This design comes from an exercise in tuning for small area on the open sky130 flow, not from production work.
Function was checked by simulation only, so behaviour that the tests miss may differ from the original.
Power figures rest on the tool's default switching activity, not on a simulated workload.

== run A ==
Design TCAM_TOP, start of the top module:
module TCAM_TOP (
        input                   CLK
       ,input                   RESET
       ,input                   SEARCH
       ,input                   SETTING
       ,input   [127:0]         KEY
       ,input   [15:0]          SETTING_ID
       ,input   [17:0]          SETTING_MASKID
       ,input   [15:0]          SETTING_PRIORITY
       ,output  [15:0]          RULEID
       ,output                  SETTING_COMPLETE
       ,output                  SEARCH_COMPLETE
       ,output                  MISMATCH
       ,input                   DDR3_AVL_INIT
       ,input   [255:0]         DDR3_AVL_READDATA
       ,input                   DDR3_AVL_WAITREQUEST
       ,input                   DDR3_AVL_READDATAVALID
       ,output                  DDR3_AVL_READ
       ,output                  DDR3_AVL_WRITE
       ,output  [18:0]          DDR3_AVL_ADDRESS
       ,output  [255:0]         DDR3_AVL_WRITEDATA
       ,output                  DDR3_AVL_BURSTCOUNT
       ,output                  DDR3_AVL_INITCOMPLETE
	);
    reg search_s1, setting_s1, search_s2, setting_s2;
    always @(posedge CLK or posedge RESET)
        if (RESET) begin
            search_s1 <= 0; setting_s1 <= 0; search_s2 <= 0; setting_s2 <= 0;
        end else begin
            search_s1 <= SEARCH;    setting_s1 <= SETTING;
            search_s2 <= search_s1; setting_s2 <= setting_s1;
        end
    localparam S_IDLE = 4'd0, S_SHIFT = 4'd1, S_RD1 = 4'd2, S_RD2 = 4'd3, S_READ = 4'd4,
               S_MODIFY = 4'd5, S_STWR = 4'd6, S_WRITE = 4'd7, S_COUNT = 4'd8;
    reg [3:0] sc_state;
    reg [3:0] loop_count;
    reg       search_mode, setting_mode;
  ...
Size in the first run: ~1700 cells after synthesis, about 0.023 mm^2 of cells after synthesis.
clock: 10.0 ns
lec_check: 0
cap_margin: 20
core_margin: 2
core_utilization: 40
slew_margin: 20
standard.sh (not shown) runs the stock make flow with config.mk's settings and CLKGATE_MAP_FILE= SYNTH_SCRIPT=/design/flow/synth_recipe.tcl, a recipe that flattens the netlist after the stock synthesis.
==> flow/flow/run.sh <==
#!/bin/bash
# Standard ORFS layout; ports are buffered with the smallest buffer, CTS uses
# small clock buffers on small sink clusters and adds no dummy loads. Each
# tool writes its own log under orfs/logs; make output goes to standard.log.
export BUFFER_PORTS_ARGS="-buffer_cell sky130_fd_sc_hd__buf_1"
export CTS_ARGS="-sink_clustering_enable -repair_clock_nets -dont_use_dummy_load -sink_clustering_size 12 -sink_clustering_max_diameter 50 -buf_list sky130_fd_sc_hd__clkbuf_8"
bash standard.sh > standard.log 2>&1
Run A: flow completed, timing, DRC and antenna clean
diff inputs: run A => run B
-- flow/design.v --
<<< run A, line 126
        end
    always @(posedge CLK)
        if (!RESET) begin
            case (m_state)
                M_IDLE: begin
>>> run B, line 126
        end
    always @(posedge CLK)
        begin
            case (m_state)
                M_IDLE: begin
<<< run A, line 233
    wire p_mproc = ~mask_complete & mc_d;
    reg        first_mc;      
    reg        iu_d, iu_d2, iu_d3, iu_d4, iu_d5, pmc_d;
    reg        c_match, c_match_d, cf_valid, cf_complete;
>>> run B, line 233
    wire p_mproc = ~mask_complete & mc_d;
    reg        first_mc;      
    wire [15:0] kf_bits = {key_frag[15:14] & {2{avs_idx != 3'd7}}, key_frag[13:0]};
    reg         key_zero;
    always @(posedge CLK)
        if (sc_state == S_SHIFT && loop_count == 4'd8) key_zero <= ~|kf_bits;
        else key_zero <= key_zero & ~|kf_bits;
    reg        iu_d, iu_d2, iu_d3, iu_d4, iu_d5, pmc_d;
    reg        c_match, c_match_d, cf_valid, cf_complete;
<<< run A, line 246
            if (p_mc) begin
                first_mc <= 0;
                c_match <= first_mc | ~|KEY[125:0];
            end else if (id_update)
                c_match <= &grp_ok;
>>> run B, line 251
            if (p_mc) begin
                first_mc <= 0;
                c_match <= first_mc | key_zero;
            end else if (id_update)
                c_match <= &grp_ok;
- Overall track demand over capacity in global routing (run B over run A): decrease, 1.6 points
- Changes observed in run B relative to run A: count of flip-flops and latches essentially unchanged; core utilization moved down; via count of the first global-routing pass now smaller; area share of and/or/nand/nor cells after synthesis decreased 0.94 points; routability-driven placement congestion ratio shrank by 0.013.
- Run A → run B: part of the power in the clock network shrank by 3.0 points; total clock sinks held steady; total power consumption of the routed design grew by about 14%.
- Compared with run A, run B shows worst setup slack after placement higher by 0.37 ns.
- Run A -> run B: relative area of clock buffers and inverters in the final design flat
- Side by side, cell count after placement turned out lower in run B than in run A.

The RTL this note starts from:
==> flow/design.v <==
module TCAM_TOP (
        input                   CLK
       ,input                   RESET
       ,input                   SEARCH
       ,input                   SETTING
       ,input   [127:0]         KEY
       ,input   [15:0]          SETTING_ID
       ,input   [17:0]          SETTING_MASKID
       ,input   [15:0]          SETTING_PRIORITY
       ,output  [15:0]          RULEID
       ,output                  SETTING_COMPLETE
       ,output                  SEARCH_COMPLETE
       ,output                  MISMATCH
       ,input                   DDR3_AVL_INIT
       ,input   [255:0]         DDR3_AVL_READDATA
       ,input                   DDR3_AVL_WAITREQUEST
       ,input                   DDR3_AVL_READDATAVALID
       ,output                  DDR3_AVL_READ
       ,output                  DDR3_AVL_WRITE
       ,output  [18:0]          DDR3_AVL_ADDRESS
       ,output  [255:0]         DDR3_AVL_WRITEDATA
       ,output                  DDR3_AVL_BURSTCOUNT
       ,output                  DDR3_AVL_INITCOMPLETE
	);
    reg search_s1, setting_s1, search_s2, setting_s2;
    always @(posedge CLK or posedge RESET)
        if (RESET) begin
            search_s1 <= 0; setting_s1 <= 0; search_s2 <= 0; setting_s2 <= 0;
        end else begin
            search_s1 <= SEARCH;    setting_s1 <= SETTING;
            search_s2 <= search_s1; setting_s2 <= setting_s1;
        end
    localparam S_IDLE = 4'd0, S_SHIFT = 4'd1, S_RD1 = 4'd2, S_RD2 = 4'd3, S_READ = 4'd4,
               S_MODIFY = 4'd5, S_STWR = 4'd6, S_WRITE = 4'd7, S_COUNT = 4'd8;
    reg [3:0] sc_state;
    reg [3:0] loop_count;
    reg       search_mode, setting_mode;
    reg       sc_read, sc_write, sc_shift, sc_modify, sc_sdv;
    wire      drv_wr, drv_rdv;    
    wire      modify_done;        
    always @(posedge CLK or posedge RESET)
        if (RESET) begin
            loop_count <= 4'd8; search_mode <= 0; setting_mode <= 0; sc_state <= S_IDLE;
            sc_read <= 0; sc_write <= 0; sc_shift <= 0; sc_modify <= 0; sc_sdv <= 0;
        end else begin
            case (sc_state)
                S_IDLE: begin
                    sc_read <= 0; sc_write <= 0; sc_shift <= 0; sc_modify <= 0; sc_sdv <= 0;
                    search_mode <= 0; setting_mode <= 0; loop_count <= 4'd8;
                    if (setting_s2)     begin setting_mode <= 1'b1; sc_state <= S_SHIFT; end
                    else if (search_s2) begin search_mode  <= 1'b1; sc_state <= S_SHIFT; end
                end
                S_SHIFT: begin sc_shift <= 1'b1; sc_state <= S_RD1; end
                S_RD1:   begin sc_shift <= 1'b0; sc_state <= S_RD2; end
                S_RD2:   sc_state <= S_READ;
                S_READ: begin
                    sc_read <= 1'b1;
                    if (drv_wr & !drv_rdv) sc_read <= 1'b0;
                    else if (drv_wr & drv_rdv & setting_mode) begin sc_read <= 1'b0; sc_state <= S_MODIFY; end
                    else if (drv_wr & drv_rdv & search_mode) begin sc_read <= 1'b0; sc_sdv <= 1'b1; sc_state <= S_COUNT; end
                end
                S_MODIFY: begin
                    sc_modify <= 1'b1;
                    if (modify_done) begin sc_modify <= 1'b0; sc_state <= S_STWR; end
                end
                S_STWR:  begin sc_modify <= 1'b0; sc_state <= S_WRITE; end
                S_WRITE: begin
                    sc_write <= 1'b1;
                    if (drv_wr) sc_state <= S_COUNT;
                end
                S_COUNT: begin
                    sc_read <= 1'b0; sc_write <= 1'b0; sc_sdv <= 1'b0;
                    if (loop_count > 1) begin loop_count <= loop_count - 1'b1; sc_state <= S_SHIFT; end
                    else sc_state <= S_IDLE;
                end
                default: sc_state <= sc_state;
            endcase
        end
    wire seg_search_complete = ~search_mode & ~RESET;
    assign SETTING_COMPLETE  = ~setting_mode & ~RESET;
    reg [2:0] frag_idx, addr_idx, avs_idx;
    always @(posedge CLK or posedge RESET)
        if (RESET) begin
            frag_idx <= 0; addr_idx <= 0; avs_idx <= 0;
        end else begin
            if (sc_shift && sc_state != S_IDLE) frag_idx <= 3'd0 - loop_count[2:0];
            addr_idx <= frag_idx;
            avs_idx  <= addr_idx;
        end
    reg [15:0] key_frag;
    always @* begin
        case (avs_idx)
            3'd0: key_frag = KEY[ 15:  0];
            3'd1: key_frag = KEY[ 31: 16];
            3'd2: key_frag = KEY[ 47: 32];
            3'd3: key_frag = KEY[ 63: 48];
            3'd4: key_frag = KEY[ 79: 64];
            3'd5: key_frag = KEY[ 95: 80];
            3'd6: key_frag = KEY[111: 96];
            default: key_frag = KEY[127:112];
        endcase
    end
    localparam M_IDLE = 2'd0, M_INIT = 2'd1, M_READ = 2'd2, M_WRITE = 2'd3;
    reg         avs_init, avs_read, avs_write;
    always @(posedge CLK or posedge RESET)
        if (RESET) begin avs_init <= 0; avs_read <= 0; avs_write <= 0; end
        else begin avs_init <= DDR3_AVL_INIT; avs_read <= sc_read; avs_write <= sc_write; end
    reg [1:0]   m_state;
    reg         init_complete;
    reg         st_wr, st_rdv;
    reg [3:0]   burst_cnt;
    reg [18:0]  m_addr;
    wire max_addr = &m_addr;
    always @(posedge CLK or posedge RESET)
        if (RESET) begin
            m_state <= M_IDLE; init_complete <= 0;
        end else begin
            case (m_state)
                M_IDLE: begin
                    if (avs_init) begin init_complete <= 0; m_state <= M_INIT; end
                    else if (avs_read) m_state <= M_READ;
                    else if (avs_write) m_state <= M_WRITE;
                end
                M_INIT: if (!DDR3_AVL_WAITREQUEST & max_addr & burst_cnt == 0) begin
                    init_complete <= 1; m_state <= M_IDLE;
                end
                M_READ: if (!DDR3_AVL_WAITREQUEST & DDR3_AVL_READDATAVALID) m_state <= M_IDLE;
                M_WRITE: if (!DDR3_AVL_WAITREQUEST) m_state <= M_IDLE;
            endcase
        end
    always @(posedge CLK)
        if (!RESET) begin
            case (m_state)
                M_IDLE: begin
                    st_wr  <= 1'b0;
                    st_rdv <= 1'b1;
                    if (avs_init) begin
                        m_addr <= 0; burst_cnt <= 0;
                    end else if (avs_read) begin
                        m_addr <= {avs_idx, key_frag}; st_rdv <= 1'b0;
                    end else if (avs_write) begin
                        m_addr <= {avs_idx, key_frag};
                    end
                end
                M_INIT: begin
                    st_wr <= 1'b1;
                    if (!DDR3_AVL_WAITREQUEST) begin
                        if (burst_cnt == 0) begin
                            if (!max_addr) m_addr <= m_addr + 1'b1;
                        end else burst_cnt <= burst_cnt + 1'b1;
                    end else burst_cnt <= burst_cnt + 1'b1;
                end
                M_READ: begin
                    st_wr <= 1'b1;
                    if (!DDR3_AVL_WAITREQUEST & DDR3_AVL_READDATAVALID) st_rdv <= 1'b1;
                end
                M_WRITE: st_wr <= 1'b1;
            endcase
        end
    assign drv_wr  = st_wr;
    assign drv_rdv = st_rdv;
    assign DDR3_AVL_BURSTCOUNT   = 1'b1;
    assign DDR3_AVL_WRITE        = (m_state == M_WRITE) | (m_state == M_INIT);
    assign DDR3_AVL_READ         = (m_state == M_READ);
    assign DDR3_AVL_ADDRESS      = m_addr;
    reg  [179:0] rdata;
    assign DDR3_AVL_WRITEDATA    = {76'd0, rdata[178], m_state[1], rdata[177:0]};
    assign DDR3_AVL_INITCOMPLETE = init_complete;
    wire take_init  = (m_state == M_IDLE) & avs_init;
    wire take_write = (m_state == M_IDLE) & ~avs_init & ~avs_read & avs_write;
    always @(posedge CLK)
        if (DDR3_AVL_READDATAVALID) rdata <= DDR3_AVL_READDATA[179:0];
        else if (take_init) rdata <= 180'd0;
        else if (take_write & ~rdata[178])
            rdata[177:0] <= {SETTING_ID, SETTING_MASKID, KEY, SETTING_PRIORITY};
    localparam G_IDLE = 2'd0, G_MODIFY = 2'd1, G_COMPLETE = 2'd2;
    reg [1:0] sg_state;
    reg       sg_done;
    always @(posedge CLK or posedge RESET)
        if (RESET) begin
            sg_state <= G_IDLE; sg_done <= 0;
        end else begin
            case (sg_state)
                G_IDLE:     begin sg_done <= 0; if (sc_modify) sg_state <= G_MODIFY; end
                G_MODIFY:   begin sg_done <= 1; sg_state <= G_COMPLETE; end
                G_COMPLETE: begin sg_done <= 1; sg_state <= G_IDLE; end
                default:    ;
            endcase
        end
    assign modify_done = sg_done;
    reg         r_id_valid;
    reg [15:0]  r_id, r_prio;
    reg [17:0]  r_mask;
    reg [125:0] r_ckey;
    reg sdv_d, segc_d;
    always @(posedge CLK or posedge RESET)
        if (RESET) r_id_valid <= 0;
        else if (sdv_d) r_id_valid <= ~rdata[179] & rdata[178];
    always @(posedge CLK)
        if (sdv_d) begin
            r_id   <= rdata[177:162];
            r_mask <= rdata[161:144];
            r_ckey <= rdata[141:16];
            r_prio <= rdata[15:0];
        end
    always @(posedge CLK or posedge RESET)
        if (RESET) begin sdv_d <= 0; segc_d <= 0; end
        else begin sdv_d <= sc_sdv; segc_d <= seg_search_complete; end
    wire p_sdv      = sc_sdv & ~sdv_d;
    wire p_segc     = seg_search_complete & ~segc_d;
    wire p_segproc  = ~seg_search_complete & segc_d;
    wire w_new_id   = ~p_segc & p_sdv & r_id_valid;
    reg id_update, mask_complete;
    always @(posedge CLK or posedge RESET)
        if (RESET) begin id_update <= 0; mask_complete <= 0; end
        else begin
            id_update <= w_new_id;
            if (p_segc) mask_complete <= 1'b1;
            else if (p_segproc) mask_complete <= 1'b0;
        end
    wire [17:0] grp_ok;
    genvar gi;
    generate for (gi = 0; gi < 18; gi = gi + 1) begin : grp
        assign grp_ok[gi] = r_mask[gi] | (r_ckey[7*gi +: 7] == KEY[7*gi +: 7]);
    end endgenerate
    reg mc_d;
    always @(posedge CLK or posedge RESET)
        if (RESET) mc_d <= 0; else mc_d <= mask_complete;
    wire p_mc   = mask_complete & ~mc_d;
    wire p_mproc = ~mask_complete & mc_d;
    reg        first_mc;      
    reg [15:0] c_id, c_prio;
    reg        c_match, c_match_d;
    always @(posedge CLK or posedge RESET)
        if (RESET) begin
            first_mc <= 1; c_id <= 0; c_prio <= 0; c_match <= 1; c_match_d <= 0;
        end else begin
            c_match_d <= c_match;
            if (p_mc) begin
                first_mc <= 0; c_id <= 0; c_prio <= 0;
                c_match <= first_mc | ~|KEY[125:0];
            end else if (id_update) begin
                c_id <= r_id; c_prio <= r_prio; c_match <= &grp_ok;
            end
        end
    wire w_id_match = c_match_d;
    reg [15:0] cf_id, cf_prio;
    reg        cf_valid, cf_complete;
    always @(posedge CLK or posedge RESET)
        if (RESET) begin
            cf_id <= 0; cf_prio <= 0; cf_valid <= 0; cf_complete <= 0;
        end else begin
            if (w_id_match) begin cf_id <= c_id; cf_prio <= c_prio; end
            if (w_id_match) cf_valid <= 1'b1; else if (cf_valid) cf_valid <= 1'b0;
            if (p_mc) cf_complete <= 1'b1; else if (p_mproc) cf_complete <= 1'b0;
        end
    reg cc_d;
    always @(posedge CLK or posedge RESET)
        if (RESET) cc_d <= 0; else cc_d <= cf_complete;
    wire p_cc    = cf_complete & ~cc_d;
    wire p_cproc = ~cf_complete & cc_d;
    reg [15:0] p_id, p_prio, s_id, s_prio, final_id;
    reg        mismatch, prio_complete;
    wire       id_select = p_prio > s_prio;
    always @(posedge CLK or posedge RESET)
        if (RESET) begin
            p_id <= 0; p_prio <= 0; s_id <= 0; s_prio <= 0; final_id <= 0;
            mismatch <= 1; prio_complete <= 0;
        end else begin
            if (cf_complete) begin p_id <= 0; p_prio <= 0; end
            else if (cf_valid) begin p_id <= cf_id; p_prio <= cf_prio; end
            if (p_cc) begin s_id <= 0; s_prio <= 0; end
            else if (id_select) begin s_id <= p_id; s_prio <= p_prio; end
            if (p_cc) mismatch <= 1'b1;
            else if (cf_valid & ~cf_complete) mismatch <= 1'b0;
            prio_complete <= p_cc;
            final_id <= s_id;
        end
    assign RULEID          = final_id;
    assign MISMATCH        = mismatch;
    assign SEARCH_COMPLETE = prio_complete;
endmodule
export LEC_CHECK = 0
export CAP_MARGIN = 20
export CORE_MARGIN = 2
export CORE_UTILIZATION = 40
export SLEW_MARGIN = 20
create_clock -name core_clock -period 10.0 [get_ports {CLK}]
run.sh (not shown) runs the stock make flow with config.mk's settings and CLKGATE_MAP_FILE= SYNTH_SCRIPT=/design/flow/synth_recipe.tcl, a recipe that flattens the netlist after the stock synthesis.
Stock flow here: none of the scripts above is used.
Then changed:
--- a/flow/design.v
+++ b/flow/design.v
@@ -107,12 +107,14 @@
         else begin avs_init <= DDR3_AVL_INIT; avs_read <= sc_read; avs_write <= sc_write; end
     reg [1:0]   m_state;
     reg         init_complete;
     reg         st_wr, st_rdv;
     reg [3:0]   burst_cnt;
     reg [18:0]  m_addr;
+    reg [179:0] m_wdata;
+    reg [179:0] wdata_mod;
     wire max_addr = &m_addr;
     always @(posedge CLK or posedge RESET)
         if (RESET) begin
             m_state <= M_IDLE; init_complete <= 0;
         end else begin
             case (m_state)
@@ -132,17 +134,17 @@
         if (!RESET) begin
             case (m_state)
                 M_IDLE: begin
                     st_wr  <= 1'b0;
                     st_rdv <= 1'b1;
                     if (avs_init) begin
-                        m_addr <= 0; burst_cnt <= 0;
+                        m_addr <= 0; m_wdata <= 0; burst_cnt <= 0;
                     end else if (avs_read) begin
                         m_addr <= {avs_idx, key_frag}; st_rdv <= 1'b0;
                     end else if (avs_write) begin
-                        m_addr <= {avs_idx, key_frag};
+                        m_addr <= {avs_idx, key_frag}; m_wdata <= wdata_mod;
                     end
                 end
                 M_INIT: begin
                     st_wr <= 1'b1;
                     if (!DDR3_AVL_WAITREQUEST) begin
                         if (burst_cnt == 0) begin
@@ -160,22 +162,17 @@
     assign drv_wr  = st_wr;
     assign drv_rdv = st_rdv;
     assign DDR3_AVL_BURSTCOUNT   = 1'b1;
     assign DDR3_AVL_WRITE        = (m_state == M_WRITE) | (m_state == M_INIT);
     assign DDR3_AVL_READ         = (m_state == M_READ);
     assign DDR3_AVL_ADDRESS      = m_addr;
-    reg  [179:0] rdata;
-    assign DDR3_AVL_WRITEDATA    = {76'd0, rdata[178], m_state[1], rdata[177:0]};
+    assign DDR3_AVL_WRITEDATA    = {76'd0, m_wdata};
     assign DDR3_AVL_INITCOMPLETE = init_complete;
-    wire take_init  = (m_state == M_IDLE) & avs_init;
-    wire take_write = (m_state == M_IDLE) & ~avs_init & ~avs_read & avs_write;
+    reg [179:0] rdata;
     always @(posedge CLK)
         if (DDR3_AVL_READDATAVALID) rdata <= DDR3_AVL_READDATA[179:0];
-        else if (take_init) rdata <= 180'd0;
-        else if (take_write & ~rdata[178])
-            rdata[177:0] <= {SETTING_ID, SETTING_MASKID, KEY, SETTING_PRIORITY};
     localparam G_IDLE = 2'd0, G_MODIFY = 2'd1, G_COMPLETE = 2'd2;
     reg [1:0] sg_state;
     reg       sg_done;
     always @(posedge CLK or posedge RESET)
         if (RESET) begin
             sg_state <= G_IDLE; sg_done <= 0;
@@ -185,27 +182,31 @@
                 G_MODIFY:   begin sg_done <= 1; sg_state <= G_COMPLETE; end
                 G_COMPLETE: begin sg_done <= 1; sg_state <= G_IDLE; end
                 default:    ;
             endcase
         end
     assign modify_done = sg_done;
+    always @(posedge CLK)
+        if (sg_state == G_IDLE && sc_modify)
+            wdata_mod <= rdata[178] ? {2'b11, rdata[177:0]}
+                                    : {2'b01, SETTING_ID, SETTING_MASKID, KEY, SETTING_PRIORITY};
     reg         r_id_valid;
     reg [15:0]  r_id, r_prio;
     reg [17:0]  r_mask;
     reg [125:0] r_ckey;
-    reg sdv_d, segc_d;
     always @(posedge CLK or posedge RESET)
         if (RESET) r_id_valid <= 0;
-        else if (sdv_d) r_id_valid <= ~rdata[179] & rdata[178];
-    always @(posedge CLK)
-        if (sdv_d) begin
+        else if (sc_sdv) r_id_valid <= ~rdata[179] & rdata[178];
+    always @(posedge CLK)
+        if (!RESET && sc_sdv) begin
             r_id   <= rdata[177:162];
             r_mask <= rdata[161:144];
             r_ckey <= rdata[141:16];
             r_prio <= rdata[15:0];
         end
+    reg sdv_d, segc_d;
     always @(posedge CLK or posedge RESET)
         if (RESET) begin sdv_d <= 0; segc_d <= 0; end
         else begin sdv_d <= sc_sdv; segc_d <= seg_search_complete; end
     wire p_sdv      = sc_sdv & ~sdv_d;
     wire p_segc     = seg_search_complete & ~segc_d;
     wire p_segproc  = ~seg_search_complete & segc_d;
@@ -220,12 +221,18 @@
         end
     wire [17:0] grp_ok;
     genvar gi;
     generate for (gi = 0; gi < 18; gi = gi + 1) begin : grp
         assign grp_ok[gi] = r_mask[gi] | (r_ckey[7*gi +: 7] == KEY[7*gi +: 7]);
     end endgenerate
+    reg [15:0] h_id, h_prio;
+    reg        h_match;
+    always @(posedge CLK)
+        if (!RESET && w_new_id) begin
+            h_id <= r_id; h_prio <= r_prio; h_match <= &grp_ok;
+        end
     reg mc_d;
     always @(posedge CLK or posedge RESET)
         if (RESET) mc_d <= 0; else mc_d <= mask_complete;
     wire p_mc   = mask_complete & ~mc_d;
     wire p_mproc = ~mask_complete & mc_d;
     reg        first_mc;      
@@ -237,13 +244,13 @@
         end else begin
             c_match_d <= c_match;
             if (p_mc) begin
                 first_mc <= 0; c_id <= 0; c_prio <= 0;
                 c_match <= first_mc | ~|KEY[125:0];
             end else if (id_update) begin
-                c_id <= r_id; c_prio <= r_prio; c_match <= &grp_ok;
+                c_id <= h_id; c_prio <= h_prio; c_match <= h_match;
             end
         end
     wire w_id_match = c_match_d;
     reg [15:0] cf_id, cf_prio;
     reg        cf_valid, cf_complete;
     always @(posedge CLK or posedge RESET)
What happened: Core utilization increases by 0.23 points; final area goes up by 42%; die area came out higher by 41%; clock-buffer cell count climbs by 53; area after synthesis goes up by 42%; hold slack stays flat; clock power came out higher by 62%; final cell count came out higher by 28%; sequential power came out higher by 91%; via count increases by 18%; critical path depth is unchanged; power rises by 95%; fmax drops by 4.1%.

[what the ideal ports hide]
The results above use ideal ports. As a check the final layouts listed here were re-extracted and re-timed, cells and wires unchanged.
Step 1: set_driving_cell puts a clkbuf_16 on CLK and a buf_2 on each other input, an assumption about the parent block.
Step 2 also shifts input and output timing later by t, the mid clock arrival at the registers, as if the neighbouring blocks saw the same clock.
a / b / c = ideal / step 1 / step 2; a / b = the first two.
| run | t (ns) | setup slack, ns | clock arrival spread, ns | cell pins on the clock port's net |
|---|---|---|---|---|
| run A | 0.695 | 5.501 / 5.475 / 4.946 | 0.050 / 0.051 | 1 |
| run B | 0.681 | 5.535 / 5.488 / 5.355 | 0.068 / 0.067 | 1 |
| the first run of note 2 | 0.667 | 4.604 / 4.582 / 4.582 | 0.024 / 0.023 | 1 |
| the second run of note 2 | 0.745 | 4.370 / 4.345 / 4.345 | 0.028 / 0.028 | 1 |
After both steps setup and hold are still met in every run listed. For run A, which loses most, drivers alone change the setup slack by -0.026 ns; drivers and shift together by -0.555 ns.
